This is an optimization exercise on Yosys and OpenROAD, whose aim is small area, a short achievable clock period and few clock cycles, not a production implementation. RTL that was checked went through simulation tests only; none was proved equivalent to the original. No functional check of the RTL was part of runs 1 to 4. Power figures rest on the tool's default switching activity, not on a simulated workload.

$ cat flow/flow/run.sh
#!/bin/bash
# Standard synthesis, then the standard layout with repair_timing aiming for
# extra setup slack (a tighter internal target than the 10 ns clock).
set -euo pipefail
MARGIN=$(cat flow/margin.txt)
bash standard.sh synth > synth.log 2>&1
bash standard.sh SETUP_SLACK_MARGIN=$MARGIN finish > layout.log 2>&1
$ cat flow/flow/margin.txt
6
$ cat flow/standard.sh
#!/bin/bash
# synth_recipe.tcl (not shown) runs the flow's synth.tcl, then flattens the netlist and writes it again
# the make line also repeats each setting of config.mk as NAME=value (left out here)
make -C /OpenROAD-flow-scripts/flow DESIGN_CONFIG=/design/flow/config.mk WORK_HOME=/design/flow/orfs CLKGATE_MAP_FILE= SYNTH_SCRIPT=/design/flow/synth_recipe.tcl "${@:-finish}"
$ cat flow/config.mk
export PLATFORM = sky130hd
export DESIGN_NAME = cpu20
export DESIGN_NICKNAME = cpu20
export VERILOG_FILES = /design/flow/design.v
export SDC_FILE = /design/flow/constraint.sdc
export NUM_CORES = 4
export LEC_CHECK = 0
export CAP_MARGIN = 20
export CORE_MARGIN = 2
export CORE_UTILIZATION = 40
export PLACE_DENSITY = 0.6
export SLEW_MARGIN = 20
$ cat flow/constraint.sdc
create_clock -name core_clock -period 10.0 [get_ports {clk}]
set_input_delay 2.0000 -clock core_clock [delete_from_list [all_inputs] [get_ports {clk}]]
set_output_delay 2.0000 -clock core_clock [all_outputs]
set_load 0.01 [all_outputs]
$ cat flow/design.v
module ALU (
    input      [19:0] input1,
    input      [19:0] input2,
    input      [4:0]  op,
    output reg [19:0] aluOutput
);
    wire [19:0] sum  = input1 + (op[1] ? ~input2 : input2) + {19'b0, op[1]};
    wire [19:0] shl  = input1 << input2[4:0];
    always @(*) begin
        aluOutput = ({20{op[0] | op[1]}} & sum)
                  | ({20{op[2]}} & (input1 | input2))
                  | ({20{op[3]}} & ~(input1 & input2))
                  | ({20{op[4]}} & shl);
    end
endmodule
module RegisterFile (
    input             clock,
    input             writeEnable,
    input      [3:0]  writeRegister,
    input      [19:0] WriteData,
    input      [3:0]  ReadRegister1,
    input      [3:0]  ReadRegister2,
    output     [19:0] ReadData1,
    output     [19:0] ReadData2
);
    reg [19:0] registers [0:15];
    always @(posedge clock) begin
        if (writeEnable)
            registers[writeRegister] <= WriteData;
    end
    assign ReadData1 = registers[ReadRegister1];
    assign ReadData2 = registers[ReadRegister2];
endmodule
module ProgramCounter (
    input             clock,
    input             reset,
    input             mispredict,
    input      [11:0] recoverAddress,
    input             redirect,
    input      [11:0] redirectAddress,
    output reg [11:0] pcOut
);
    always @(posedge clock or posedge reset) begin
        if (reset)
            pcOut <= 12'b0;
        else if (mispredict)
            pcOut <= recoverAddress;
        else if (redirect)
            pcOut <= redirectAddress;
        else
            pcOut <= pcOut + 12'd1;
    end
endmodule
module cpu20 (
    input             clk,
    input             reset,
    output     [11:0] imem_addr,
    input      [19:0] imem_data,
    output reg [10:0] dmem_addr,
    output     [19:0] dmem_wdata,
    output reg        dmem_we,
    input      [19:0] dmem_rdata,
    output reg        halted
);
    wire        misp;         
    wire [11:0] pc_f;
    wire [19:0] instr  = imem_data;
    wire [4:0]  opcode = instr[19:15];
    wire f_rtype = (opcode <= 5'd4);
    wire f_itype = (opcode >= 5'd5) && (opcode <= 5'd9);
    wire f_ld    = (opcode == 5'd10);
    wire f_st    = (opcode == 5'd11);
    wire f_jump  = (opcode == 5'd12);
    wire f_br    = (opcode >= 5'd13) && (opcode <= 5'd17);
    wire f_pred  = f_br & instr[6];             
    reg [4:0] f_aluop;
    always @(*) begin
        case (opcode)
            5'd0, 5'd5: f_aluop = 5'b00001;
            5'd1, 5'd8: f_aluop = 5'b00010;
            5'd2, 5'd6: f_aluop = 5'b00100;
            5'd3, 5'd7: f_aluop = 5'b01000;
            5'd4, 5'd9: f_aluop = 5'b10000;
            default:    f_aluop = 5'b00000;
        endcase
    end
    reg [2:0] f_cond;
    always @(*) begin
        case (opcode)
            5'd13:   f_cond = 3'b001;    
            5'd14:   f_cond = 3'b010;    
            5'd15:   f_cond = 3'b100;    
            5'd16:   f_cond = 3'b011;    
            5'd17:   f_cond = 3'b101;    
            default: f_cond = 3'b000;
        endcase
    end
    wire [2:0] f_mcond = f_pred ? ~f_cond : f_cond;
    wire [3:0] f_rs1 = (f_st | f_br) ? instr[14:11] : instr[10:7];
    wire [3:0] f_rs2 = (f_st | f_br) ? instr[10:7]  : instr[6:3];
    wire       f_halt = f_jump && (instr[10:0] == pc_f[10:0]) && !pc_f[11];
    wire [11:0] f_imm12 = {{5{instr[6]}}, instr[6:0]};
    wire [11:0] redirect_address = f_jump ? {1'b0, instr[10:0]} : pc_f + f_imm12;
    reg [3:0]  r_rs1, r_rs2, r_rd;
    reg [6:0]  r_imm;
    reg        r_useimm, r_ld, r_pred;
    reg [4:0]  r_aluop;
    reg        r_wen, r_st, r_halt;      
    reg [2:0]  r_mcond;
    always @(posedge clk or posedge reset) begin
        if (reset) begin
            r_wen   <= 1'b0;
            r_st    <= 1'b0;
            r_halt  <= 1'b0;
            r_mcond <= 3'b000;
        end else begin
            r_wen   <= (f_rtype | f_itype | f_ld) & ~misp;
            r_st    <= f_st & ~misp;
            r_halt  <= f_halt & ~misp;
            r_mcond <= f_mcond & {3{~misp}};
        end
    end
    always @(posedge clk) begin
        r_rs1    <= f_rs1;
        r_rs2    <= f_rs2;
        r_rd     <= instr[14:11];
        r_imm    <= instr[6:0];
        r_useimm <= f_itype;
        r_ld     <= f_ld;
        r_pred   <= f_pred;
        r_aluop  <= f_aluop;
    end
    wire [19:0] rdata1, rdata2;
    reg  [19:0] x_a, x_b;
    reg  [3:0]  x_rd;
    reg  [4:0]  x_aluop;
    reg         x_ld;
    reg         x_wen;
    reg  [2:0]  x_mcond;
    reg  [11:0] x_alt;
    wire [19:0] x_res;
    wire        fwd1 = x_wen && (x_rd == r_rs1);
    wire        fwd2 = x_wen && (x_rd == r_rs2);
    wire [19:0] r_imm20 = {{13{r_imm[6]}}, r_imm};
    wire [11:0] r_alt = r_pred ? pc_f - r_imm20[11:0] + 12'd1
                               : pc_f + r_imm20[11:0] - 12'd1;
    always @(posedge clk or posedge reset) begin
        if (reset) begin
            x_wen   <= 1'b0;
            x_mcond <= 3'b000;
            dmem_we <= 1'b0;
            halted  <= 1'b0;
        end else begin
            x_wen   <= r_wen & ~misp;
            x_mcond <= r_mcond & {3{~misp}};
            dmem_we <= r_st & ~misp;
            if (r_halt & ~misp)
                halted <= 1'b1;
        end
    end
    always @(posedge clk) begin
        x_a       <= fwd1 ? x_res : rdata1;
        x_b       <= r_useimm ? r_imm20 : (fwd2 ? x_res : rdata2);
        x_rd      <= r_rd;
        x_aluop   <= r_aluop;
        x_ld      <= r_ld;
        x_alt     <= r_alt;
        dmem_addr <= {(r_st ? r_rs2 : r_rs1), r_imm};
    end
    wire [19:0] alu_out;
    ALU alu (
        .input1(x_a),
        .input2(x_b),
        .op(x_aluop),
        .aluOutput(alu_out)
    );
    assign x_res = x_ld ? dmem_rdata : alu_out;
    RegisterFile rf (
        .clock(clk),
        .writeEnable(x_wen),
        .writeRegister(x_rd),
        .WriteData(x_res),
        .ReadRegister1(r_rs1),
        .ReadRegister2(r_rs2),
        .ReadData1(rdata1),
        .ReadData2(rdata2)
    );
    wire equal   = (x_a == x_b);
    wire lower   = ($signed(x_a) < $signed(x_b));
    wire greater = ~equal & ~lower;
    assign misp  = (x_mcond[0] & equal) | (x_mcond[1] & lower) | (x_mcond[2] & greater);
    ProgramCounter pcu (
        .clock(clk),
        .reset(reset),
        .mispredict(misp),
        .recoverAddress(x_alt),
        .redirect(f_jump | f_pred),
        .redirectAddress(redirect_address),
        .pcOut(pc_f)
    );
    assign imem_addr  = pc_f;
    assign dmem_wdata = x_a;
endmodule
==> run_results.csv, run 1 <==
group,metric,value,unit
status,status,"complete, no violations",
critical_path,cp_slowest_stage_delay,0.57,ns
floorplanning,die_h,247.5,um
flow_run,cap_violations,0,
worst_hold_path,hp-class,"flip-flop to flip-flop",
grt,grt_pass1_wl,108.9,mm
layout,final_nets,2167,
logic_synthesis,syn_area,23710,um^2
pwr,p_leak,11.37,nW
placed_design,dp_slack,3.771,ns
logic_synthesis,synth_top_family_by_area,"multiplexers",
timing,drv_slew,0,
critical_path,worstPathBufferInverterCount,6,
floorplanning,rows,89,
timing,fin_ws,5.361,ns
route,drt_wl_total,76.18,mm
logic_synthesis,netlist_top_cells_count,"edfxtp_1 (320), mux4_2 (185), ha_1 (133), inv_1 (124), nor2_1 (103)",
grt,gr-total-overflow,0,
worst_hold_path,holdCritStartpoint,"r_aluop[1]",
logic_synthesis,synth_top_area_frac,0.4053,
cts,h-tree-depth,2,
floorplanning,coreArea,58800,um^2
logic_synthesis,netlist.top_cell.by_area,"edfxtp_1",
critical_path,r2r_slack,5.36,ns
timing,max_slew.worst_pin.slew,0.9690,ns
placed_design,portBuffers,86,
pwr,power,6.430,mW
logic_synthesis,synth_edf_count,320,
cts,cts_hold_buffers,0,
cts,cts_buffers,44,
logic_synthesis,synth.most_common_cell,"edfxtp_1",
logic_synthesis,synth_cells,1707,
timing,timing.fmax,215.6,MHz
logic_synthesis,syn_avg_cell_area,13.89,um^2
grt,grt_pass1_vias,16680,
route,drtIter0Drc,1804,
route,wl_per_cell,27.28,um
timing,period_needed,4.639,ns
logic_synthesis,synth_simple_gate_area_share,0.05504,
grt,grt_use_total,0.2436,
timing,fin_skew,0.01990,ns
timing,slew_headroom,0.3500,
timing,rsz0062_at_grt,"yes",
timing,finalCritPeriodShare,0.4639,
route,first_pass_iters,6,
layout,multi_input_area,12050,um^2
cts,cts.sinks,428,
critical_path,start_kind,"flip-flop",
cts,tritoncts,"yes",
route,vias_per_cell,6.037,
layout,drive_above_1_share,0.3629,
layout,nFillCells,4851,
timing,tns,0,ns
grt,grt_max_degree,57,
logic_synthesis,synth-xor-area-share,0.03066,
critical_path,cpMaxStageDelayCell,"mux4_2",
grt,antenna_found_initial,0,
timing,hold_violations,0,
critical_path,crit_chain,"buf_12, buf_12, mux4_2, mux4_2, buf_4, inv_1, ha_1, or4_4, nor2_4, and3_4, o21a_1, a211oi_2, mux2i_2, buf_4, mux2i_4, clkbuf_16, mux2_4",
pwr,ir_drop,0.1270,mV
floorplanning,pin_count,87,
layout,area_growth,28.30,%
timing,setup-violations-final,0,
logic_synthesis,syn-num-nets,1886,
cts,clk_latency,0.58,ns
route,drc,0,
logic_synthesis,synthMuxAreaShare,0.2184,
route,postRouteAntennaNets,0,
logic_synthesis,synth_top_cells_by_area,"edfxtp_1 (41%), mux4_2 (18%), dfxtp_1 (7.1%)",
logic_synthesis,synth-main-ff-cell,"edfxtp_1",
critical_path,crit_fanout,7,
floorplanning,die_area,61240,um^2
placed_design,place_congestion,0.9588,
logic_synthesis,yosys.area_share.adder,0.07399,
critical_path,worstPathArrival,5.09,ns
cts,cts.root.buffer_cell,"clkbuf_16",
logic_synthesis,yosysSeqAreaShare,0.5016,
logic_synthesis,synth-seq-cells,428,
placed_design,hpwl,45.61,mm
logic_synthesis,yosysWarnings,4,
floorplanning,start_util,0.4032,
floorplanning,fp.dieW,247.5,um
layout,antenna_cells,0,
critical_path,critPathKind,"flip-flop to flip-flop",
cts,clk_path_buf_depth,3,
route,num_vias,16860,
critical_path,cp_data_required_time,10.45,ns
critical_path,end_kind,"flip-flop",
layout,final_core_util,0.5173,
layout,register_area,11920,um^2
logic_synthesis,ys_types,79,
logic_synthesis,synth_compound_area_frac,0.08053,
cts,clk_pin_slew,0.06,ns
logic_synthesis,synthArstFlopShare,0.05607,
critical_path,cp_top_family,"multiplexers",
pwr,power_density,211.4,nW/um^2
## metal layers
metal / vias to the layer above / share of wire / routed length (um) / track usage
met5: - / 0 / 0 / 0
met3: 149 / 0.089 / 6768 / 0.04314
met1: 8663 / 0.41 / 31010 / 0.3339
met4: 0 / 0.031 / 2332 / 0.08207
met2: 889 / 0.47 / 36070 / 0.3928
li1: 7161 / - / - / -
## final timing paths
path / cells after the start / to
setup / recovery: 17 / pcu.pcOut[9]
hold / removal: 0 / x_aluop[1]
setup reg to reg: 17 / pcu.pcOut[9]
hold reg to reg: 0 / x_aluop[1]
max in group asynchronous: 2 / pcu.pcOut[1]
min in group asynchronous: 2 / pcu.pcOut[5]
## kinds of logic (layout without fill, tap and decap cells)
family	count (synthesis)	count (layout)
AND/OR/NAND/NOR	279	279
buffers and inverters	225	534
AO/OA/AOI/OAI	277	280
flip-flops	428	428
multiplexers	277	278
adder cells (fa/ha/maj)	138	138
XOR/XNOR	83	83
## cell usage in the layout, fill, tap and decap left out, types with 39 or more instances in the layout
master	synthesis	routed
buf_6	4	50
edfxtp_1	320	320
inv_1	124	112
mux4_2	185	185
ha_1	133	116
nand2_1	55	53
dfxtp_1	84	77
o21ai_0	46	40
nor2_1	103	79
xnor2_1	40	39
clkbuf_16	0	50
xor2_1	43	42
a21oi_1	61	49
clkdlybuf4s50_1	0	66
buf_4	5	154
## area by class of cell
| cell class | instances | area share |
|---|---|---|
| multi-input cells | 1058 | 0.3962 |
| inverters | 131 | 0.01666 |
| clock inverters | 19 | 0.006499 |
| flip-flops and latches | 428 | 0.3918 |
| clock buffers | 59 | 0.03953 |
| well taps | 773 | 0.03180 |
| repair buffers | 325 | 0.1176 |
## per-stage QoR
step	instances	hold slack, ns	instance area (um^2)
final	2793	0.3274	30420
after CTS	2742	0.3276	29480
after global placement	2516	0.3117	25610
after global routing	2793	0.3322	30420
after floorplan	1707	0.3096	23850
after detailed placement	2516	0.3135	25610
## state kept, by name, summed over array words and instances (netlist names), 5 cells and up, named ones only
name          flops
r_imm             7
rf.registers    320
x_b              20
r_aluop           5
x_alt            12
dmem_addr        11
pcu.pcOut        12
x_aluop           5
## repair_timing
action | 4_1_cts | 5_1_grt
pin swaps | 43 | 50
cloned | 14 | 4
setup buffers | 134 | 47
gates resized for setup | 282 | 90
endpoints found under the setup margin | 384 | 303
## where the power goes
| group | internal, mW | switching [mW] | leakage, nW | total (mW) |
|---|---|---|---|---|
| Clock | 0.948 | 0.690 | 0.691 | 1.64 |
| Sequential | 2.08 | 0.133 | 3.95 | 2.22 |
| Combinational | 1.25 | 1.32 | 6.73 | 2.57 |
| Total | 4.28 | 2.15 | 11.4 | 6.43 |
==> run 2, diff against run 1 <==
--- a/flow/design.v
+++ b/flow/design.v
@@ -23,13 +23,55 @@
     output     [19:0] ReadData1,
     output     [19:0] ReadData2
 );
-    reg [19:0] registers [0:15];
+    reg [19:0] r0, r1, r2, r3, r4, r5, r6, r7,
+               r8, r9, r10, r11, r12, r13, r14, r15;
     always @(posedge clock) begin
-        if (writeEnable)
-            registers[writeRegister] <= WriteData;
-    end
-    assign ReadData1 = registers[ReadRegister1];
-    assign ReadData2 = registers[ReadRegister2];
+        if (writeEnable) begin
+            case (writeRegister)
+                4'd0:  r0  <= WriteData;
+                4'd1:  r1  <= WriteData;
+                4'd2:  r2  <= WriteData;
+                4'd3:  r3  <= WriteData;
+                4'd4:  r4  <= WriteData;
+                4'd5:  r5  <= WriteData;
+                4'd6:  r6  <= WriteData;
+                4'd7:  r7  <= WriteData;
+                4'd8:  r8  <= WriteData;
+                4'd9:  r9  <= WriteData;
+                4'd10: r10 <= WriteData;
+                4'd11: r11 <= WriteData;
+                4'd12: r12 <= WriteData;
+                4'd13: r13 <= WriteData;
+                4'd14: r14 <= WriteData;
+                default: r15 <= WriteData;
+            endcase
+        end
+    end
+    function [19:0] sel;
+        input [3:0] a;
+        begin
+            case (a)
+                4'd0:  sel = r0;
+                4'd1:  sel = r1;
+                4'd2:  sel = r2;
+                4'd3:  sel = r3;
+                4'd4:  sel = r4;
+                4'd5:  sel = r5;
+                4'd6:  sel = r6;
+                4'd7:  sel = r7;
+                4'd8:  sel = r8;
+                4'd9:  sel = r9;
+                4'd10: sel = r10;
+                4'd11: sel = r11;
+                4'd12: sel = r12;
+                4'd13: sel = r13;
+                4'd14: sel = r14;
+                default: sel = r15;
+            endcase
+        end
+    endfunction
+    assign ReadData1 = sel(ReadRegister1);
+    assign ReadData2 = sel(ReadRegister2);
 endmodule
 module ProgramCounter (
     input             clock,
==> run 2 against run 1 <==
  * Clock skew increased by 0.0036 ns
  * Die area is 3.2% lower
  * Global-route usage is 3.9 points higher
  * Highest routed layer unchanged
  * Power decreased by 3.7%
  * Sequential share of layout area rose by 6.6 points
  * Clock power grew 7%
  * Critical path depth shrank 9
  * Core utilization fell by 4.6 points
  * Critical path type is now primary input to flip-flop
  * Fmax increased by 15%
  * Synthesized area shrank 3.2%
  * Still clean
  * First-iteration DRC count up 60%
  * Sequential power up 8%
==> run_results.csv, run 2 <==
group,metric,value,unit
layout,multi_input_area,10190,um^2
layout,antenna_cells,0,
layout,final_cell_mix,"edfxtp_1 (320), a22oi_1 (172), ha_1 (134)",
cts,cts_buffers,46,
layout,drive_above_1_share,0.1145,
critical_path,crit_fanout,16,
logic_synthesis,synth_top_cells_by_area,"edfxtp_1 (42%), dfxtp_1 (8.7%), ha_1 (7.4%)",
logic_synthesis,synth-seq-cells,444,
placed_design,portBuffers,86,
layout,design_area,26670,um^2
timing,slew_headroom,0.1669,
pwr,power_frac_comb,0.328,
logic_synthesis,yosysWarnings,4,
grt,grt_max_degree,40,
pwr,clkPwrFrac,0.285,
logic_synthesis,netlist.top_cell.by_area,"edfxtp_1",
floorplanning,die_h,243.5,um
pwr,power_density,232.2,nW/um^2
route,drt_wl_total,86.09,mm
placed_design,place_congestion,0.9502,
layout,final_common_cell,"edfxtp_1",
cts,h-tree-depth,2,
logic_synthesis,syn-num-nets,2191,
grt,grt_pass1_vias,18590,
logic_synthesis,synth_cells,2010,
flow_run,cap_violations,0,
pwr,switchingPower,2.167,mW
pwr,intPower,4.028,mW
status,status,"complete, no violations",
logic_synthesis,synth-main-ff-cell,"edfxtp_1",
critical_path,worstPathArrival,4.53,ns
critical_path,start_kind,"primary input",
cts,clk_latency,0.61,ns
grt,gr-total-overflow,0,
cts,cts_hold_buffers,0,
pwr,p_leak,9.902,nW
logic_synthesis,syn_area,22950,um^2
timing,finalCritPeriodShare,0.4047,
floorplanning,start_util,0.4054,
timing,fin_ws,5.953,ns
timing,max_slew.worst_pin.slew,1.243,ns
placed_design,dp_slack,4.894,ns
route,wl_per_cell,29.82,um
logic_synthesis,yosysSeqAreaShare,0.5321,
cts,clk_path_buf_depth,3,
grt,grt_use_total,0.2822,
critical_path,critPathKind,"primary input to flip-flop",
grt,antenna_found_initial,0,
timing,drv_slew,0,
timing,hold_violations,0,
timing,setup-violations-final,0,
layout,area_growth,16.23,%
pwr,power_frac_seq,0.387,
logic_synthesis,ys_types,73,
timing,rsz0062_at_grt,"yes",
route,drc,0,
layout,nFillCells,5123,
timing,fin_skew,0.02355,ns
route,first_pass_iters,9,
cts,tritoncts,"yes",
floorplanning,fp.dieW,243.5,um
cts,cts.sinks,444,
timing,tns,0,ns
cts,clk_pin_slew,0.06,ns
route,postRouteAntennaNets,0,
layout,register_area,12210,um^2
critical_path,cp_data_required_time,10.48,ns
timing,timing.hold.ws,0.3265,ns
timing,period_needed,4.047,ns
logic_synthesis,syn_avg_cell_area,11.42,um^2
cts,cts.root.buffer_cell,"clkbuf_16",
worst_hold_path,hp-class,"flip-flop to flip-flop",
floorplanning,die_area,59310,um^2
route,vias_per_cell,6.538,
logic_synthesis,synthArstFlopShare,0.05405,
logic_synthesis,netlist_top_cells_count,"edfxtp_1 (320), a22oi_1 (172), ha_1 (135), inv_1 (121), a21oi_1 (112)",
pwr,swShare,0.3498,
layout,final_nets,2274,
pwr,ir_drop,0.1637,mV
pwr,power,6.194,mW
critical_path,end_kind,"flip-flop",
placed_design,hpwl,52.82,mm
floorplanning,pin_count,87,
logic_synthesis,synth_edf_count,320,
route,drtIter0Drc,2892,
timing,timing.fmax,247.1,MHz
route,num_vias,18880,
grt,grt_pass1_wl,123.5,mm
floorplanning,coreArea,56600,um^2
logic_synthesis,synth.most_common_cell,"edfxtp_1",
placed_design,postPlaceCellArea,24980,um^2
floorplanning,rows,87,
logic_synthesis,synth_top_area_frac,0.4187,
-- run 2: per-stage QoR --
step	std cells	util
floorplan	2010	-
global placement	2796	0.4411
detailed placement	2796	0.4412
CTS	2883	0.4692
global route	2887	0.4712
finish	2887	0.4712
-- run 2: worst max-delay path, stage by stage --
cell and delay (ns):
clkdlybuf4s50_1 0.68, nor4b_4 0.48, o21ai_1 0.12, buf_4 0.22, nand2_1 0.34, o22ai_1 0.15, a311o_1 0.27, mux2_2 0.26
-- run 2: path summary, 6_finish.rpt --
path | start | endpoint | slack (ns) | depth (start not counted)
worst max-delay path | imem_data[16] | pcu.pcOut[11] | 5.95 | 8
worst min-delay path | r_rd[0] | x_rd[0] | 0.33 | 0
worst max register to register | x_a[12] | pcu.pcOut[2] | 6.13 | 12
worst min register to register | r_rd[0] | x_rd[0] | 0.33 | 0
max in group asynchronous | reset | pcu.pcOut[0] | 7.77 | 2
min in group asynchronous | reset | r_mcond[0] | 1.80 | 2
-- run 2: layer usage --
layer | GRT usage | part of all wire | vias up
met5 | 0 | 0 | -
met4 | 0.1205 | 0.043 | 0
met2 | 0.4237 | 0.44 | 1401
met1 | 0.3821 | 0.39 | 9257
met3 | 0.07876 | 0.13 | 261
li1 | - | - | 7956
-- run 2: kinds of logic (layout without fill, tap and decap cells) --
kind of cell,after synthesis,in the layout,share of synthesized area
compound gates,627,628,0.1947
mux,61,61,0.03457
buf+inv,233,353,0.03920
simple gates,419,419,0.08909
xor+xnor,86,86,0.03282
fa+ha+maj,140,140,0.07753
flops,444,444,0.5321
-- run 2: power by group through the flow --
| stage | clock (mW) | sequential (mW) | combinational (mW) |
|---|---|---|---|
| detailed placement | 0 | 2.43 | 1.95 |
| finish | 1.76 | 2.40 | 2.03 |
| floorplan | 0 | 2.34 | 1.35 |
| global placement | 0 | 2.43 | 1.92 |
| global route | 1.86 | 2.41 | 2.22 |
| CTS | 1.78 | 2.39 | 1.97 |
-- run 2: final cells by class --
class                      instances  area share
sequential                       444      0.4579
multi-input combinational       1334      0.3822
timing repair buffer             144     0.04930
clock buffer                      53     0.04414
tap                              756     0.03546
inverter                         123     0.01731
clock inverter                    33     0.01374
-- run 2: repair_timing --
item                       CTS  global route
setup buffers                0             4
resized for setup            6            19
cloned                       1             0
setup endpoints to repair   44           133
pin swaps                    0             3
==> run 3, diff against run 2 <==
==> flow/flow/margin.txt (replaced) <==
7
==> run 3 against run 2 <==
  * Still clean on timing, DRC and antenna
  * Worst setup slack improved by 0.57 ns
  * Power rose by 12%
  * Synthesized area did not move
  * Sequential power fell by 2%
  * Combinational power rose by 41%
  * Core utilization rose by 4.6 points
  * Count of clock-buffer cells in the layout rose by 12
  * Clock power fell by 3%
==> run_results.csv, run 3 <==
group,metric,value,unit
critical_path,crit_fanout,9,
route,first_pass_iters,9,
logic_synthesis,synth_compound_area_frac,0.1947,
placed_design,portBuffers,86,
route,vias_per_cell,6.514,
cts,cts.sinks,444,
grt,grt_max_degree,40,
logic_synthesis,syn-num-nets,2191,
layout,design_area,29270,um^2
timing,timing.fmax,287.7,MHz
layout,area_growth,27.52,%
grt,grt_pass1_vias,19410,
critical_path,r2r_slack,6.52,ns
logic_synthesis,synth-seq-cells,444,
critical_path,crit_chain,"xor2_2, ha_1, a21o_1, a21o_1, a221o_1, a211o_4, a211oi_4, xnor2_2, a221oi_4, buf_12, a21oi_4, buf_12",
floorplanning,fp.dieW,243.5,um
logic_synthesis,synth.most_common_cell,"edfxtp_1",
timing,hold_violations,0,
critical_path,end_kind,"flip-flop",
pwr,ir_drop,0.1552,mV
timing,setup-violations-final,0,
logic_synthesis,synth-main-ff-cell,"edfxtp_1",
floorplanning,pin_count,87,
cts,tritoncts,"yes",
route,postRouteAntennaNets,0,
cts,clk_pin_slew,0.07,ns
layout,drive_above_1_share,0.2790,
logic_synthesis,yosysSeqAreaShare,0.5321,
logic_synthesis,ys_types,73,
critical_path,start_kind,"flip-flop",
route,drc,0,
flow_run,cap_violations,0,
route,drt_wl_total,91.43,mm
cts,clk_latency,0.61,ns
logic_synthesis,yosys.area_share.adder,0.07753,
grt,met2_usage,0.4551,
timing,tns,0,ns
layout,final_common_cell,"edfxtp_1",
cts,cts_buffers,47,
logic_synthesis,yosysWarnings,4,
critical_path,cpMaxStageDelayCell,"dfxtp_4",
logic_synthesis,synth_edf_count,320,
grt,antenna_found_initial,0,
logic_synthesis,syn_avg_cell_area,11.42,um^2
cts,h-tree-depth,2,
critical_path,critPathKind,"flip-flop to flip-flop",
layout,final_nets,2420,
logic_synthesis,synth_top_area_frac,0.4187,
critical_path,cp_data_required_time,10.33,ns
logic_synthesis,synth_simple_gate_area_share,0.08909,
floorplanning,die_area,59310,um^2
placed_design,place_congestion,0.9525,
grt,met3_usage,0.07909,
logic_synthesis,synthMuxAreaShare,0.03457,
timing,fin_skew,0.03659,ns
placed_design,hpwl,51.75,mm
grt,grt_pass1_wl,129.9,mm
logic_synthesis,synth_top_cells_by_area,"edfxtp_1 (42%), dfxtp_1 (8.7%), ha_1 (7.4%)",
status,status,"complete, no violations",
placed_design,postPlaceCellArea,25240,um^2
route,num_vias,19750,
floorplanning,start_util,0.4054,
timing,rsz0062_at_grt,"yes",
logic_synthesis,syn_area,22950,um^2
cts,clk_path_buf_depth,3,
critical_path,worstPathBufferInverterCount,2,
timing,period_needed,3.476,ns
layout,antenna_cells,0,
timing,max_slew.worst_pin.slew,1.118,ns
floorplanning,rows,87,
logic_synthesis,synthArstFlopShare,0.05405,
grt,grt_use_total,0.2984,
worst_hold_path,hp-class,"flip-flop to flip-flop",
logic_synthesis,netlist.top_cell.by_area,"edfxtp_1",
logic_synthesis,synth_cells,2010,
grt,busiest_layer,"met2",
grt,gr-total-overflow,0,
critical_path,cp_slowest_stage_delay,0.40,ns
route,drtIter0Drc,3154,
timing,slew_headroom,0.2528,
floorplanning,die_h,243.5,um
logic_synthesis,synth-xor-area-share,0.03282,
grt,met1_usage,0.3923,
timing,finalCritPeriodShare,0.3476,
floorplanning,coreArea,56600,um^2
cts,cts.root.buffer_cell,"clkbuf_16",
logic_synthesis,netlist_top_cells_count,"edfxtp_1 (320), a22oi_1 (172), ha_1 (135), inv_1 (121), a21oi_1 (112)",
critical_path,cp_top_family,"compound AO/OA/AOI/OAI gates",
pwr,power_density,236.4,nW/um^2
logic_synthesis,synth_top_family_by_area,"compound AO/OA/AOI/OAI gates",
route,wl_per_cell,30.15,um
timing,drv_slew,0,
layout,final_cell_mix,"edfxtp_1 (320), a22oi_1 (172), buf_4 (151)",
pwr,p_leak,10.98,nW
critical_path,worstPathArrival,3.80,ns
[run 3: changes by cell type in the layout (fill, tap and decap cells not counted), sizes merged]
| cell | previous run | this run |
|---|---|---|
| a21oi | 112 | 113 |
| o22a | 6 | 7 |
| bufbuf | 0 | 1 |
| o21a | 11 | 14 |
| clkinv | 24 | 17 |
| clkdlybuf4s50 | 82 | 29 |
| dlymetal6s2s | 3 | 0 |
| buf | 58 | 249 |
| clkinvlp | 3 | 2 |
| clkdlybuf4s15 | 0 | 1 |
| clkbuf | 54 | 67 |
| or3b | 1 | 3 |
| bufinv | 5 | 1 |
[run 3: worst reg2reg max path: cells and delay by family (launching register included)]
| family | cells | cell delay [ns] |
|---|---|---|
| AOI/OAI and AO/OA | 7 | 1.82 |
| DFF | 1 | 0.40 |
| adders and majority gates | 1 | 0.36 |
| buffers and inverters | 2 | 0.34 |
| xor gates and xnor gates | 2 | 0.30 |
[run 3: kinds of logic (layout without fill, tap and decap cells)]
family,after synthesis,after routing
XOR/XNOR,86,86
adder cells (fa/ha/maj),140,140
buffers and inverters,233,491
flip-flops,444,444
AO/OA/AOI/OAI,627,633
AND/OR/NAND/NOR,419,421
multiplexers,61,61
[run 3: worst paths after layout]
kind,start,endpoint,depth (start not counted)
setup / recovery,x_aluop[1],rf.r11[19],12
hold / removal,r_aluop[0],x_aluop[0],0
setup reg to reg,x_aluop[1],rf.r11[19],12
hold reg to reg,r_aluop[0],x_aluop[0],0
max in group asynchronous,reset,pcu.pcOut[8],2
min in group asynchronous,reset,x_mcond[0],2
[run 3: per-layer routing]
metal	wire (um)	part of all wire
met1	34070	0.37
met2	40260	0.44
met3	11700	0.13
met4	5391	0.059
met5	0	0
[run 3: layout make-up]
class / instances / area (um^2)
Fill cell: 4884 / 27340
Sequential cell: 444 / 12340
Multi-Input combinational cell: 1341 / 11280
Timing Repair Buffer: 282 / 2716
Clock buffer: 65 / 1351
Tap cell: 756 / 945.9
Inverter: 123 / 481.7
Clock inverter: 21 / 152.6
[run 3: report_power, final]
group          leakage, nW  internal, mW  switching (mW)
sequential            4.09          2.20           0.142
combinational         6.16          1.32            1.55
clock                0.738         0.974           0.737
[run 3: repair_timing]
| action | CTS | global route |
|---|---|---|
| gates resized for setup | 475 | 104 |
| buffers inserted | 106 | 27 |
| endpoints found under the setup margin | 389 | 298 |
| cloned | 11 | 1 |
| hold buffers | 0 | 0 |
| pin swaps | 63 | 43 |
[run 3: per-stage QoR]
step / instances / util / worst slack (ns) / hold WS [ns] / total power, mW
after floorplan: 2010 / - / 6.153 / 0.3095 / 3.742
after global placement: 2800 / 0.4456 / 5.296 / 0.3119 / 4.401
after detailed placement: 2801 / 0.4459 / 5.221 / 0.3135 / 4.425
after CTS: 3004 / 0.5058 / 6.647 / 0.3267 / 6.651
after global routing: 3032 / 0.5170 / 6.451 / 0.3301 / 7.190
final: 3032 / 0.5170 / 6.524 / 0.3213 / 6.918
==> run 4, diff against run 3 <==
==> flow/flow/margin.txt (replaced) <==
6.5
==> run 4 against run 3 <==
  * Still clean
  * Clock power hardly changed
  * Routed wire length fell by 3.8%
  * Register-to-register slack gained 0.03 ns
  * Clock skew down 0.0060 ns
  * Core utilization fell by 3.5 points
  * Hold slack better by 0.0011 ns
  * Final cell count shrank 3.7%
  * Synthesized cell count is the same
  * Fmax decreased by 2.3%
  * Die area unchanged
  * Design area decreased by 6.8%
  * Sequential power increased by 2%
  * Critical endpoint is now pcu.pcOut[11]
  * Largest cell class unchanged
  * Largest power group is now sequential cells
==> run_results.csv, run 4 <==
group,metric,value,unit
critical_path,cp_data_required_time,10.48,ns
logic_synthesis,synth_edf_count,320,
worst_hold_path,hp-class,"flip-flop to flip-flop",
logic_synthesis,synth_cells,2010,
logic_synthesis,yosysWarnings,4,
status,status,"complete, no violations",
route,vias_per_cell,6.556,
floorplanning,die_h,243.5,um
placed_design,dp.cells,2799,
route,postRouteAntennaNets,0,
floorplanning,rows,87,
critical_path,reg2reg_from,"x_b[0]",
cts,cts_buffers,46,
route,drtIter0Drc,3179,
logic_synthesis,syn-num-nets,2191,
layout,final_nets,2310,
timing,fin_skew,0.03061,ns
timing,tns,0,ns
layout,antenna_cells,0,
timing,slew_headroom,0.2023,
logic_synthesis,synthArstFlopShare,0.05405,
critical_path,worstPathArrival,4.03,ns
logic_synthesis,syn_area,22950,um^2
pwr,p_leak,10.13,nW
cts,cts.sinks,444,
grt,grt_pass1_vias,18730,
timing,hold_violations,0,
logic_synthesis,yosysSeqAreaShare,0.5321,
flow_run,cap_violations,0,
layout,area_growth,18.89,%
critical_path,reg2regPathDepth,10,
route,num_vias,19150,
critical_path,startpoint,"imem_data[16]",
critical_path,critPathKind,"primary input to flip-flop",
critical_path,critPathCapture,"pcu.pcOut[11]",
cts,tritoncts,"yes",
grt,gr-total-overflow,0,
critical_path,start_kind,"primary input",
critical_path,end_kind,"flip-flop",
grt,antenna_found_initial,0,
timing,setup-violations-final,0,
placed_design,place_congestion,0.9618,
timing,finalCritPeriodShare,0.3556,
cts,h-tree-depth,2,
layout,final_common_cell,"edfxtp_1",
timing,period_needed,3.556,ns
floorplanning,die_area,59310,um^2
layout,drive_above_1_share,0.1635,
layout,nFillCells,5081,
timing,max_slew.worst_pin.slew,1.184,ns
floorplanning,coreArea,56600,um^2
logic_synthesis,synth-main-ff-cell,"edfxtp_1",
cts,clk_pin_slew,0.06,ns
logic_synthesis,synth_top_area_frac,0.4187,
logic_synthesis,ys_types,73,
pwr,power_density,230.6,nW/um^2
timing,drv_slew,0,
grt,grt_pass1_wl,124.5,mm
layout,final_cell_mix,"edfxtp_1 (320), a22oi_1 (172), ha_1 (125)",
timing,timing.fmax,281.2,MHz
critical_path,r2r_slack,6.55,ns
placed_design,hpwl,51.35,mm
pwr,ir_drop,0.1874,mV
floorplanning,pin_count,87,
logic_synthesis,synth_top_cells_by_area,"edfxtp_1 (42%), dfxtp_1 (8.7%), ha_1 (7.4%)",
logic_synthesis,netlist_top_cells_count,"edfxtp_1 (320), a22oi_1 (172), ha_1 (135), inv_1 (121), a21oi_1 (112)",
timing,rsz0062_at_grt,"yes",
grt,grt_use_total,0.2854,
logic_synthesis,netlist.top_cell.by_area,"edfxtp_1",
floorplanning,start_util,0.4054,
placed_design,portBuffers,86,
critical_path,crit_fanout,16,
floorplanning,fp.dieW,243.5,um
logic_synthesis,syn_avg_cell_area,11.42,um^2
route,first_pass_iters,6,
layout,fin_cells,2921,
timing,timing.hold.ws,0.3224,ns
grt,grt_max_degree,40,
cts,cts.root.buffer_cell,"clkbuf_16",
cts,clk_latency,0.61,ns
logic_synthesis,synth-seq-cells,444,
route,drc,0,
route,drt_wl_total,87.94,mm
critical_path,r2r-end,"rf.r0[8]",
logic_synthesis,synth.most_common_cell,"edfxtp_1",
route,wl_per_cell,30.11,um
cts,clk_path_buf_depth,3,
-- run 4: cell counts after synthesis --
No cell type changed its count.
-- run 4: worst max-delay path, cell delays in order --
cell           delay (ns)
dlygate4sd2_1        0.39
nor4b_4              0.43
o21ai_1              0.12
buf_4                0.22
nand2_2              0.22
o22ai_1              0.13
a311o_1              0.26
mux2_2               0.26
-- run 4: how the worst min path moves through the flow --
| stage | slack (ns) | cells after the start | to | start |
|---|---|---|---|---|
| floorplan | 0.31 | 0 | x_aluop[0] | r_aluop[0] |
| global placement | 0.31 | 0 | x_aluop[1] | r_aluop[1] |
| detailed placement | 0.31 | 0 | x_aluop[4] | r_aluop[4] |
| CTS | 0.33 | 0 | x_aluop[4] | r_aluop[4] |
| global route | 0.33 | 0 | x_aluop[4] | r_aluop[4] |
| finish | 0.32 | 0 | x_aluop[4] | r_aluop[4] |
-- run 4: final cells by class --
class                   count  area (um^2)  share of cell area
clock buffers              60         1214             0.04448
well taps                 756        945.9             0.03467
clock inverters            24        232.7            0.008529
repair buffers            177         1615             0.05920
multi-input cells        1337        10510              0.3852
inverters                 123        470.5             0.01724
flip-flops and latches    444        12300              0.4507
-- run 4: timing repair --
item | 4_1_cts | 5_1_grt
buffers inserted | 18 | 13
hold buffers | 0 | 0
gates resized for setup | 142 | 54
pin swaps | 13 | 19
setup endpoints to repair | 273 | 173
cloned | 3 | 4
-- run 4: cell families (layout without fill, tap and decap cells) --
| group | Yosys count | in the layout | share of synthesized area |
|---|---|---|---|
| flip-flops | 444 | 444 | 0.5321 |
| buffers and inverters | 233 | 384 | 0.03920 |
| AND/OR/NAND/NOR | 419 | 421 | 0.08909 |
| AO/OA/AOI/OAI | 627 | 629 | 0.1947 |
| XOR/XNOR | 86 | 86 | 0.03282 |
| multiplexers | 61 | 61 | 0.03457 |
| adder cells (fa/ha/maj) | 140 | 140 | 0.07753 |
-- run 4: routing by layer --
metal	GRT usage	wire length [um]	vias to the layer above
met4	0.1481	4889	0
met1	0.3792	34020	9338
li1	-	-	8035
met3	0.07204	10660	310
met2	0.4306	38360	1468
met5	0	0	-
-- run 4: metrics by stage --
| step | power (mW) | area [um^2] | util | setup WS (ns) |
|---|---|---|---|---|
| detailed placement | 4.385 | 25070 | 0.4429 | 5.269 |
| global route | 6.562 | 27280 | 0.4820 | 6.344 |
| floorplan | 3.707 | 23050 | - | 6.148 |
| global placement | 4.364 | 25070 | 0.4428 | 5.342 |
| CTS | 6.163 | 26940 | 0.4760 | 6.315 |
| finish | 6.291 | 27280 | 0.4820 | 6.444 |
-- run 4: report_power, final --
| part | leakage [nW] | internal (mW) | switching (mW) |
|---|---|---|---|
| combinational | 5.34 | 0.939 | 1.30 |
| sequential | 4.08 | 2.19 | 0.182 |
| clock | 0.700 | 0.937 | 0.743 |
| total | 10.1 | 4.07 | 2.22 |
==> run 5, diff against run 4 <==
--- a/flow/design.v
+++ b/flow/design.v
@@ -114,7 +114,7 @@
     wire f_st    = (opcode == 5'd11);
     wire f_jump  = (opcode == 5'd12);
     wire f_br    = (opcode >= 5'd13) && (opcode <= 5'd17);
-    wire f_pred  = f_br & instr[6];             
+    wire f_same  = (instr[14:11] == instr[10:7]);
     reg [4:0] f_aluop;
     always @(*) begin
         case (opcode)
@@ -137,6 +137,7 @@
             default: f_cond = 3'b000;
         endcase
     end
+    wire f_pred  = f_br & (f_same ? f_cond[0] : instr[6]);
     wire [2:0] f_mcond = f_pred ? ~f_cond : f_cond;
     wire [3:0] f_rs1 = (f_st | f_br) ? instr[14:11] : instr[10:7];
     wire [3:0] f_rs2 = (f_st | f_br) ? instr[10:7]  : instr[6:3];
==> run 5 against run 4 <==
  * Synthesized cell count rose by 12%
  * Final cell count rose by 8.7%
  * Non-clock buffer count rose by 9
  * Via count rose by 11%
  * Clock power rose by 9.5%
  * Worst setup slack got worse by 0.074 ns
  * Sequential power barely moved
  * Count of clock-buffer cells in the layout rose by 7
  * Critical path type is now flip-flop to flip-flop
  * Highest routed layer is now met5
==> run_results.csv, run 5 <==
group,metric,value,unit
pwr,p_leak,10.63,nW
layout,final_nets,2535,
route,num_vias,21300,
critical_path,crit_fanout,34,
placed_design,postPlaceCellArea,26520,um^2
cts,h-tree-depth,2,
pwr,swShare,0.3594,
grt,grt_pass1_vias,20450,
timing,max_slew.worst_pin.slew,1.181,ns
pwr,power,6.593,mW
critical_path,cp_data_required_time,10.52,ns
floorplanning,pin_count,87,
logic_synthesis,synth_top_area_frac,0.3923,
critical_path,worstPathArrival,4.15,ns
critical_path,reg2regPathDepth,6,
cts,tritoncts,"yes",
floorplanning,fp.dieW,251.5,um
pwr,ir_drop,0.1436,mV
timing,fin_skew,0.03855,ns
layout,antenna_cells,0,
critical_path,r2r-end,"x_b[17]",
cts,cts.sinks,444,
timing,finalCritPeriodShare,0.3631,
cts,clk_path_buf_depth,3,
route,drtIter0Drc,3403,
pwr,power_density,230.0,nW/um^2
pwr,clkPwrFrac,0.280,
logic_synthesis,synthArstFlopShare,0.05405,
worst_hold_path,holdPathStages,0,
grt,grt_use_total,0.3134,
flow_run,cap_violations,0,
logic_synthesis,ys_types,82,
route,vias_per_cell,6.712,
timing,rsz0062_at_grt,"yes",
logic_synthesis,yosysSeqAreaShare,0.4985,
route,drc,0,
critical_path,start_kind,"flip-flop",
pwr,power_frac_seq,0.358,
placed_design,hpwl,67.36,mm
logic_synthesis,synth.most_common_cell,"edfxtp_1",
pwr,switchingPower,2.369,mW
floorplanning,rows,90,
logic_synthesis,netlist_top_cells_count,"edfxtp_1 (320), nor2_1 (150), nand2_1 (141), ha_1 (135), inv_1 (125)",
floorplanning,start_util,0.4051,
critical_path,r2r_slack,6.37,ns
timing,timing.fmax,275.4,MHz
floorplanning,coreArea,60470,um^2
placed_design,portBuffers,86,
pwr,power_frac_comb,0.362,
timing,drv_slew,0,
floorplanning,die_h,251.5,um
grt,gr-total-overflow,0,
pwr,intPower,4.223,mW
critical_path,critPathKind,"flip-flop to flip-flop",
logic_synthesis,syn-num-nets,2426,
placed_design,place_congestion,0.9896,
worst_hold_path,hp-class,"flip-flop to flip-flop",
cts,clk_pin_slew,0.07,ns
worst_hold_path,holdCritStartpoint,"r_aluop[0]",
logic_synthesis,synth_cells,2245,
timing,tns,0,ns
layout,area_growth,17.01,%
grt,antenna_found_initial,3,
cts,cts_buffers,48,
layout,final_cell_mix,"edfxtp_1 (320), nand2_1 (140), ha_1 (130)",
timing,slew_headroom,0.2063,
layout,nFillCells,5509,
critical_path,reg2reg_from,"r_rs2[1]",
logic_synthesis,yosysWarnings,4,
timing,setup-violations-final,0,
placed_design,dp.cells,3052,
floorplanning,die_area,63230,um^2
cts,cts.root.buffer_cell,"clkbuf_16",
cts,clk_latency,0.61,ns
layout,fin_cells,3174,
route,postRouteAntennaNets,0,
logic_synthesis,syn_avg_cell_area,10.91,um^2
cts,cts_hold_buffers,0,
logic_synthesis,synth_top_cells_by_area,"edfxtp_1 (39%), dfxtp_1 (8.2%), ha_1 (6.9%)",
route,wl_per_cell,32.01,um
logic_synthesis,syn_area,24490,um^2
layout,final_common_cell,"edfxtp_1",
status,status,"complete, no violations",
route,drt_wl_total,101.6,mm
timing,period_needed,3.631,ns
route,first_pass_iters,8,
logic_synthesis,netlist.top_cell.by_area,"edfxtp_1",
logic_synthesis,synth-seq-cells,444,
grt,grt_pass1_wl,144.3,mm
placed_design,dp_slack,4.740,ns
layout,design_area,28660,um^2
grt,grt_max_degree,48,
timing,fin_ws,6.369,ns
critical_path,end_kind,"flip-flop",
logic_synthesis,synth_edf_count,320,
worst_hold_path,hold_path_end,"x_aluop[0]",
logic_synthesis,synth-main-ff-cell,"edfxtp_1",
layout,drive_above_1_share,0.1656,
timing,hold_violations,0,
## run 5: final cells by class
cell class / instances / area [um^2] / area share
well taps: 782 / 978.4 / 0.03414
clock buffers: 67 / 1355 / 0.04728
multi-input cells: 1546 / 11690 / 0.4078
repair buffers: 186 / 1570 / 0.05479
repair inverters: 1 / 7.507 / 0.0002619
inverters: 127 / 495.5 / 0.01729
flip-flops and latches: 444 / 12320 / 0.4297
clock inverters: 21 / 249.0 / 0.008687
## run 5: per-stage QoR
step	hold slack, ns	utilization
CTS	0.3274	0.4717
floorplan	0.3096	-
global route	0.3319	0.4740
finish	0.3263	0.4740
global placement	0.3120	0.4384
detailed placement	0.3135	0.4385
## run 5: cells by family (layout without fill, tap and decap cells)
| kind of cell | after synthesis | after routing | share of synthesized area |
|---|---|---|---|
| AOI/OAI and AO/OA | 684 | 684 | 0.1984 |
| xor gates and xnor gates | 91 | 91 | 0.03254 |
| adders and majority gates | 140 | 140 | 0.07264 |
| buffers and inverters | 256 | 402 | 0.04132 |
| DFF | 444 | 444 | 0.4985 |
| muxes | 100 | 101 | 0.05374 |
| and+or+nand+nor | 530 | 530 | 0.1028 |
## run 5: layer usage
metal | part of all wire | track usage | vias up
li1 | - | - | 8848
met1 | 0.39 | 0.4220 | 10350
met2 | 0.43 | 0.4754 | 1678
met3 | 0.12 | 0.07738 | 416
met4 | 0.059 | 0.1446 | 8
met5 | 0.00079 | 0.005405 | -
## run 5: worst max-delay path, cell delays in order (launching register included)
cell and delay [ns]:
dfxtp_2 0.76, buf_4 0.60, nand2b_1 0.42, nor2_1 0.77, a2111oi_0 0.27, a21oi_1 0.52, a211o_1 0.18
## run 5: power by group through the flow
stage | Sequential [mW] | Combinational (mW) | Clock [mW]
floorplan | 2.34 | 1.48 | 0
detailed placement | 2.42 | 2.16 | 0
global route | 2.37 | 2.57 | 1.93
CTS | 2.35 | 2.29 | 1.85
finish | 2.36 | 2.39 | 1.84
global placement | 2.43 | 2.14 | 0
## run 5: repair_timing
action,in CTS,in global routing
setup buffers,22,9
resized for setup,149,55
pin swaps,2,8
gates cloned,2,1
endpoints found under the setup margin,237,129
## run 5: how the worst max path moves through the flow
stage | end | start | depth (start not counted) | slack (ns)
2_1_floorplan | pcu.pcOut[5] | imem_data[13] | 8 | 6.37
3_3_place_gp | pcu.pcOut[9] | imem_data[9] | 8 | 4.74
3_5_place_dp | pcu.pcOut[9] | imem_data[9] | 8 | 4.74
4_1_cts | pcu.pcOut[9] | imem_data[1] | 10 | 6.45
5_1_grt | pcu.pcOut[9] | imem_data[2] | 10 | 6.33
6_report | x_b[17] | r_rs2[1] | 6 | 6.37
Testbench counts of run 5, summed over its fixed seeds: cycles 76,573.
==> run 6, diff against run 5 <==
==> flow/flow/run.sh (replaced) <==
#!/bin/bash
# Standard synthesis, then the standard layout with repair_timing aiming for
# extra setup slack (a tighter internal target than the 10 ns clock), sizing
# not limited to same-footprint cells, and port buffers of a fixed type.
set -euo pipefail
MARGIN=$(cat flow/margin.txt)
bash standard.sh synth > synth.log 2>&1
bash standard.sh SETUP_SLACK_MARGIN=$MARGIN MATCH_CELL_FOOTPRINT=0 \
  "BUFFER_PORTS_ARGS=-buffer_cell sky130_fd_sc_hd__buf_4" finish > layout.log 2>&1
==> run 6 against run 5 <==
  * Register-to-register slack gained 0.03 ns
  * Count of clock-buffer cells in the layout down 1
  * Via count fell by 0.45%
  * Largest power group is now sequential cells
  * Sequential share of layout area up 0.22 points
  * Largest cell class unchanged
  * Still clean
  * Synthesized cell count unchanged
  * Global-route usage decreased by 0.57 points
  * Critical path depth grew 5
  * Highest routed layer is now met4
==> run_results.csv, run 6 <==
group,metric,value,unit
status,status,"complete, no violations",
logic_synthesis,synth.most_common_cell,"edfxtp_1",
layout,fin_cells,3157,
floorplanning,die_area,63230,um^2
timing,rsz0062_at_grt,"no",
layout,final_common_cell,"edfxtp_1",
floorplanning,coreArea,60470,um^2
critical_path,r2r-end,"x_b[3]",
grt,antenna_found_initial,0,
placed_design,dp_slack,5.353,ns
timing,finalCritPeriodShare,0.3602,
floorplanning,die_h,251.5,um
grt,grt_pass1_wl,141.4,mm
critical_path,worstPathArrival,4.06,ns
cts,clk_pin_slew,0.06,ns
cts,cts.root.buffer_cell,"clkbuf_16",
timing,slew_headroom,0.1102,
route,drtIter0Drc,3768,
logic_synthesis,yosysWarnings,4,
timing,fin_skew,0.02865,ns
logic_synthesis,syn-num-nets,2426,
critical_path,reg2regPathDepth,11,
timing,fin_ws,6.398,ns
floorplanning,rows,90,
route,drt_wl_total,100.0,mm
critical_path,crit_fanout,46,
critical_path,start_kind,"flip-flop",
logic_synthesis,synth_edf_count,320,
critical_path,reg2reg_from,"r_rs2[3]",
grt,gr-total-overflow,0,
pwr,p_leak,10.56,nW
logic_synthesis,synth_cells,2245,
layout,drive_above_1_share,0.1752,
layout,final_nets,2518,
grt,grt_use_total,0.3077,
timing,tns,0,ns
route,drc,0,
timing,timing.hold.ws,0.3148,ns
timing,period_needed,3.602,ns
timing,hold_violations,0,
placed_design,portBuffers,86,
logic_synthesis,syn_avg_cell_area,10.91,um^2
pwr,ir_drop,0.1433,mV
logic_synthesis,ys_types,82,
timing,drv_slew,0,
cts,cts.sinks,444,
critical_path,cp_data_required_time,10.46,ns
cts,clk_latency,0.61,ns
timing,max_slew.worst_pin.slew,1.333,ns
critical_path,end_kind,"flip-flop",
critical_path,critPathKind,"flip-flop to flip-flop",
layout,antenna_cells,0,
floorplanning,fp.dieW,251.5,um
cts,tritoncts,"yes",
cts,h-tree-depth,2,
logic_synthesis,synth_top_cells_by_area,"edfxtp_1 (39%), dfxtp_1 (8.2%), ha_1 (6.9%)",
timing,setup-violations-final,0,
logic_synthesis,synth-main-ff-cell,"edfxtp_1",
route,first_pass_iters,7,
timing,timing.fmax,277.6,MHz
logic_synthesis,synth-seq-cells,444,
flow_run,cap_violations,0,
route,postRouteAntennaNets,0,
layout,final_core_util,0.4684,
grt,grt_max_degree,50,
grt,grt_pass1_vias,20500,
logic_synthesis,yosysSeqAreaShare,0.4985,
pwr,power_density,231.5,nW/um^2
logic_synthesis,synthArstFlopShare,0.05405,
worst_hold_path,holdPathStages,0,
critical_path,r2r_slack,6.40,ns
layout,area_growth,15.64,%
layout,final_cell_mix,"edfxtp_1 (320), buf_4 (162), nand2_1 (140)",
placed_design,place_congestion,1.002,
worst_hold_path,holdCritStartpoint,"r_rd[3]",
cts,cts_buffers,48,
floorplanning,start_util,0.4051,
floorplanning,pin_count,87,
logic_synthesis,netlist_top_cells_count,"edfxtp_1 (320), nor2_1 (150), nand2_1 (141), ha_1 (135), inv_1 (125)",
worst_hold_path,hp-class,"flip-flop to flip-flop",
route,vias_per_cell,6.718,
worst_hold_path,hold_path_end,"x_rd[3]",
cts,clk_path_buf_depth,3,
logic_synthesis,syn_area,24490,um^2
logic_synthesis,netlist.top_cell.by_area,"edfxtp_1",
placed_design,hpwl,66.59,mm
route,wl_per_cell,31.68,um
route,num_vias,21210,
logic_synthesis,synth_top_area_frac,0.3923,
placed_design,dp.cells,3053,
## run 6: layer usage
layer	GRT usage	vias up	share of wire
met5	0	-	0
met3	0.08119	415	0.13
met1	0.4110	10340	0.38
met2	0.4565	1656	0.42
met4	0.1651	0	0.065
li1	-	8802	-
## run 6: what timing repair did
action / in CTS / in global routing
setup buffers: 9 / 7
gates resized for setup: 33 / 28
hold endpoints to repair: 0 / 0
hold buffers: 0 / 0
pin swaps: 2 / 1
endpoints found under the setup margin: 210 / 168
## run 6: critical path, stage by stage, from the launching register on
cell	delay (ns)
dfxtp_2	0.31
buf_4	0.37
buf_6	0.47
nand2b_2	0.51
nor2_1	0.07
buf_4	0.23
a32o_1	0.23
a221oi_1	0.35
o2111ai_1	0.20
o22ai_1	0.37
o21a_1	0.21
mux2i_1	0.07
## run 6: report_power, final
part           switching, mW  total [mW]  internal, mW
clock network          0.775        1.91          1.13
logic                   1.34        2.25         0.912
registers              0.217        2.40          2.18
## run 6: final cells by class
type                       count  area, um^2
fill                        5494       32140
sequential                   444       12240
inverter                     127       491.7
timing repair buffer         171        1353
clock buffer                  66        1351
tap                          782       978.4
clock inverter                22       322.8
multi-input combinational   1545       11590
## run 6: metrics by stage
stage / cell area [um^2] / power, mW
6_report: 28330 / 6.556
5_1_grt: 28330 / 6.833
4_1_cts: 28170 / 6.498
3_5_place_dp: 26300 / 4.565
3_3_place_gp: 26300 / 4.536
2_1_floorplan: 24560 / 3.822
## run 6: worst max path at each step
stage / startpoint / to
final: r_rs2[3] / x_b[3]
after global routing: pcu.pcOut[1] / x_alt[11]
after CTS: r_rs2[3] / x_b[11]
after detailed placement: imem_data[9] / pcu.pcOut[4]
after global placement: imem_data[9] / pcu.pcOut[9]
after floorplan: imem_data[13] / pcu.pcOut[4]
## run 6: logic make-up after synthesis
| group | Yosys count | share of synthesized area |
|---|---|---|
| and+or+nand+nor | 530 | 0.1028 |
| DFF | 444 | 0.4985 |
| adders and majority gates | 140 | 0.07264 |
| muxes | 100 | 0.05374 |
| xor gates and xnor gates | 91 | 0.03254 |
| AOI/OAI and AO/OA | 684 | 0.1984 |
| buffers and inverters | 256 | 0.04132 |
==> run 7, diff against run 6 <==
--- a/flow/design.v
+++ b/flow/design.v
@@ -47,31 +47,22 @@
             endcase
         end
     end
-    function [19:0] sel;
-        input [3:0] a;
-        begin
-            case (a)
-                4'd0:  sel = r0;
-                4'd1:  sel = r1;
-                4'd2:  sel = r2;
-                4'd3:  sel = r3;
-                4'd4:  sel = r4;
-                4'd5:  sel = r5;
-                4'd6:  sel = r6;
-                4'd7:  sel = r7;
-                4'd8:  sel = r8;
-                4'd9:  sel = r9;
-                4'd10: sel = r10;
-                4'd11: sel = r11;
-                4'd12: sel = r12;
-                4'd13: sel = r13;
-                4'd14: sel = r14;
-                default: sel = r15;
-            endcase
-        end
-    endfunction
-    assign ReadData1 = sel(ReadRegister1);
-    assign ReadData2 = sel(ReadRegister2);
+    wire [319:0] all = {r15, r14, r13, r12, r11, r10, r9, r8,
+                        r7, r6, r5, r4, r3, r2, r1, r0};
+    RegisterRead port1 (.sel(16'b1 << ReadRegister1), .regs(all), .data(ReadData1));
+    RegisterRead port2 (.sel(16'b1 << ReadRegister2), .regs(all), .data(ReadData2));
+endmodule
+module RegisterRead (
+    input      [15:0]  sel,
+    input      [319:0] regs,
+    output reg [19:0]  data
+);
+    integer i;
+    always @(*) begin
+        data = 20'b0;
+        for (i = 0; i < 16; i = i + 1)
+            data = data | (regs[20*i +: 20] & {20{sel[i]}});
+    end
 endmodule
 module ProgramCounter (
     input             clock,
==> run 7 against run 6 <==
  * Hold slack gained 0.011 ns
  * Register-to-register slack gained 0.20 ns
  * Count of clock-buffer cells in the layout shrank 6
  * Critical path type is now primary input to flip-flop
  * Largest power group unchanged
==> run_results.csv, run 7 <==
group,metric,value,unit
status,status,"complete, no violations",
route,first_pass_iters,8,
critical_path,worstPathBufferInverterCount,3,
critical_path,critPathKind,"primary input to flip-flop",
layout,final_core_util,0.4740,
critical_path,cpMaxStageDelayCell,"fa_2",
route,drt_wl_total,83.71,mm
layout,final_nets,2265,
pwr,p_leak,10.23,nW
grt,antenna_found_initial,0,
floorplanning,coreArea,57480,um^2
worst_hold_path,hp-class,"flip-flop to flip-flop",
route,num_vias,18790,
critical_path,end_kind,"flip-flop",
cts,cts.sinks,444,
critical_path,cp_data_required_time,10.47,ns
layout,final_common_cell,"edfxtp_1",
logic_synthesis,yosysSeqAreaShare,0.5281,
placed_design,hpwl,50.45,mm
logic_synthesis,yosysWarnings,5,
layout,area_growth,17.80,%
logic_synthesis,ys_types,73,
placed_design,postPlaceCellArea,25020,um^2
layout,multi_input_area,10540,um^2
logic_synthesis,netlist_top_cells_count,"edfxtp_1 (320), ha_1 (133), inv_1 (124), a22oi_1 (115), a221oi_1 (108)",
cts,h-tree-depth,2,
flow_run,cap_violations,0,
layout,final_cell_mix,"edfxtp_1 (320), buf_4 (155), ha_1 (126)",
grt,grt_use_total,0.2731,
floorplanning,die_h,244.4,um
logic_synthesis,yosys.area_share.adder,0.07586,
logic_synthesis,synth-main-ff-cell,"edfxtp_1",
timing,timing.fmax,282.3,MHz
logic_synthesis,synth_top_family_by_area,"compound AO/OA/AOI/OAI gates",
critical_path,worstPathArrival,4.02,ns
layout,nFillCells,5157,
floorplanning,fp.dieW,244.4,um
critical_path,cp_top_family,"compound AO/OA/AOI/OAI gates",
logic_synthesis,syn_area,23120,um^2
layout,design_area,27240,um^2
placed_design,place_congestion,0.9160,
critical_path,crit_fanout,3,
critical_path,crit_chain,"buf_4, ha_4, inv_2, fa_2, inv_1, a21o_1, nand4_1, a31oi_2, a31oi_1, xnor2_1, a221o_1, mux2_4",
logic_synthesis,synth_simple_gate_area_share,0.08787,
cts,clk_pin_slew,0.06,ns
floorplanning,pin_count,87,
cts,clk_path_buf_depth,3,
cts,cts_buffers,46,
logic_synthesis,synth_compound_area_frac,0.1956,
floorplanning,die_area,59750,um^2
layout,antenna_cells,0,
logic_synthesis,synth-xor-area-share,0.03333,
logic_synthesis,netlist.top_cell.by_area,"edfxtp_1",
layout,register_area,12230,um^2
timing,finalCritPeriodShare,0.3542,
timing,timing.hold.ws,0.3256,ns
logic_synthesis,syn-num-nets,2168,
timing,setup-violations-final,0,
timing,tns,0,ns
grt,grt_pass1_vias,18460,
timing,drv_slew,0,
pwr,power_density,234.7,nW/um^2
logic_synthesis,synth-seq-cells,444,
route,wl_per_cell,28.97,um
logic_synthesis,synthMuxAreaShare,0.03901,
timing,hold_violations,0,
critical_path,start_kind,"primary input",
floorplanning,rows,88,
route,postRouteAntennaNets,0,
cts,cts.root.buffer_cell,"clkbuf_16",
cts,cts_hold_buffers,0,
critical_path,reg2regPathDepth,11,
logic_synthesis,synth_cells,1989,
grt,grt_max_degree,30,
timing,fin_skew,0.02877,ns
route,drtIter0Drc,2570,
pwr,ir_drop,0.1624,mV
grt,gr-total-overflow,0,
cts,clk_latency,0.61,ns
logic_synthesis,synth_top_area_frac,0.4155,
cts,tritoncts,"yes",
placed_design,portBuffers,86,
timing,rsz0062_at_grt,"yes",
logic_synthesis,synthArstFlopShare,0.05405,
logic_synthesis,synth_top_cells_by_area,"edfxtp_1 (42%), dfxtp_1 (8.7%), ha_1 (7.2%)",
critical_path,cp_slowest_stage_delay,0.33,ns
floorplanning,start_util,0.4023,
logic_synthesis,syn_avg_cell_area,11.63,um^2
route,drc,0,
timing,period_needed,3.542,ns
critical_path,worst-path-stages,12,
route,vias_per_cell,6.504,
layout,drive_above_1_share,0.1902,
timing,slew_headroom,0.2684,
timing,max_slew.worst_pin.slew,1.095,ns
logic_synthesis,synth.most_common_cell,"edfxtp_1",
logic_synthesis,synth_edf_count,320,
grt,grt_pass1_wl,120.8,mm
worst_hold_path,holdPathStages,0,
-- run 7: cell count changes after synthesis, moves of 20 or more --
cell,previous run,this run
nand2_1,141,63
a32oi_1,30,1
o22ai_1,59,22
a21oi_1,108,63
nor2_1,150,101
a221oi_1,32,108
o21ai_0,100,56
a22o_1,35,106
nor2b_1,31,11
-- run 7: repair_timing --
item,CTS,global route
endpoints found under the setup margin,194,174
gates resized for setup,25,45
pin swaps,5,16
buffers inserted,4,16
cloned,1,3
-- run 7: layout make-up --
cell class                 instances  area share
clock buffer                      60     0.04836
inverter                         124     0.01764
multi-input combinational       1303      0.3869
sequential                       444      0.4489
clock inverter                    26     0.01373
timing repair buffer             166     0.04905
tap                              765     0.03514
timing repair inverter             1   0.0002756
-- run 7: cells by family after synthesis --
logic type | after synthesis
xor gates and xnor gates | 88
muxes | 73
and+or+nand+nor | 407
adders and majority gates | 138
AOI/OAI and AO/OA | 597
DFF | 444
buffers and inverters | 242
-- run 7: through the flow --
step	cells	power, mW	setup slack [ns]
global placement	2778	4.367	5.527
floorplan	1989	3.751	6.071
detailed placement	2778	4.399	5.541
global route	2889	6.724	6.386
CTS	2869	6.320	6.498
finish	2889	6.395	6.458
-- run 7: worst paths after layout --
kind	startpoint	to	slack (ns)
max in group asynchronous	reset	x_wen	8.05
hold reg to reg	r_ld	x_ld	0.33
min in group asynchronous	reset	pcu.pcOut[0]	1.46
setup reg to reg	x_b[0]	rf.r14[10]	6.60
setup / recovery	imem_data[0]	pcu.pcOut[10]	6.46
hold / removal	r_ld	x_ld	0.33
-- run 7: where the power goes --
group,switching [mW],internal (mW),total [mW],leakage (nW)
clock,0.763,1.12,1.89,0.826
combinational,1.20,0.906,2.11,5.32
sequential,0.217,2.18,2.40,4.09
-- run 7: metal layers --
metal | vias up | GRT usage | part of all wire
met2 | 1378 | 0.4149 | 0.44
met3 | 275 | 0.05959 | 0.12
met1 | 9175 | 0.3717 | 0.39
met4 | 0 | 0.1275 | 0.046
met5 | - | 0 | 0
li1 | 7961 | - | -
Testbench counts of run 7, summed over its fixed seeds: cycles 76,573.

[port drivers added, routing unchanged]
No port has a modelled driver above. Below, the same layouts with a new extraction and two added sets of constraints.
Step 1: set_driving_cell puts a clkbuf_16 on clk and a buf_2 on each other input, an assumption about the parent block.
Step 2 adds t to the input delays and takes it off the output delays; t is the mean of the earliest and latest rising clock arrival at the registers after step 1. Input paths then give back, and output paths get back, about the clock's delay inside the block.
Three values: ideal ports, drivers, drivers and shift; two values: the first two.
run | t (ns) | setup slack, ns | worst hold slack (ns) | worst data-port slew with drivers (ns) | pins driven straight from the clock port
run 1 | 0.621 | 5.361 / 5.335 / 4.934 | 0.327 / 0.327 / 0.327 | 0.07 | 1
run 2 | 0.651 | 5.953 / 5.982 / 5.331 | 0.326 / 0.326 / 0.326 | 0.05 | 1
run 3 | 0.655 | 6.524 / 6.524 / 5.958 | 0.321 / 0.321 / 0.321 | 0.08 | 1
run 4 | 0.653 | 6.444 / 6.471 / 5.818 | 0.322 / 0.322 / 0.322 | 0.05 | 1
run 5 | 0.653 | 6.369 / 6.369 / 5.880 | 0.326 / 0.326 / 0.326 | 0.05 | 1
run 6 | 0.654 | 6.398 / 6.398 / 5.987 | 0.315 / 0.315 / 0.315 | 0.05 | 1
run 7 | 0.659 | 6.458 / 6.430 / 5.840 | 0.326 / 0.326 / 0.326 | 0.04 | 1
After both steps setup and hold are still met in every run listed. For run 4, which loses most, drivers alone change the setup slack by +0.027 ns; drivers and shift together by -0.626 ns.
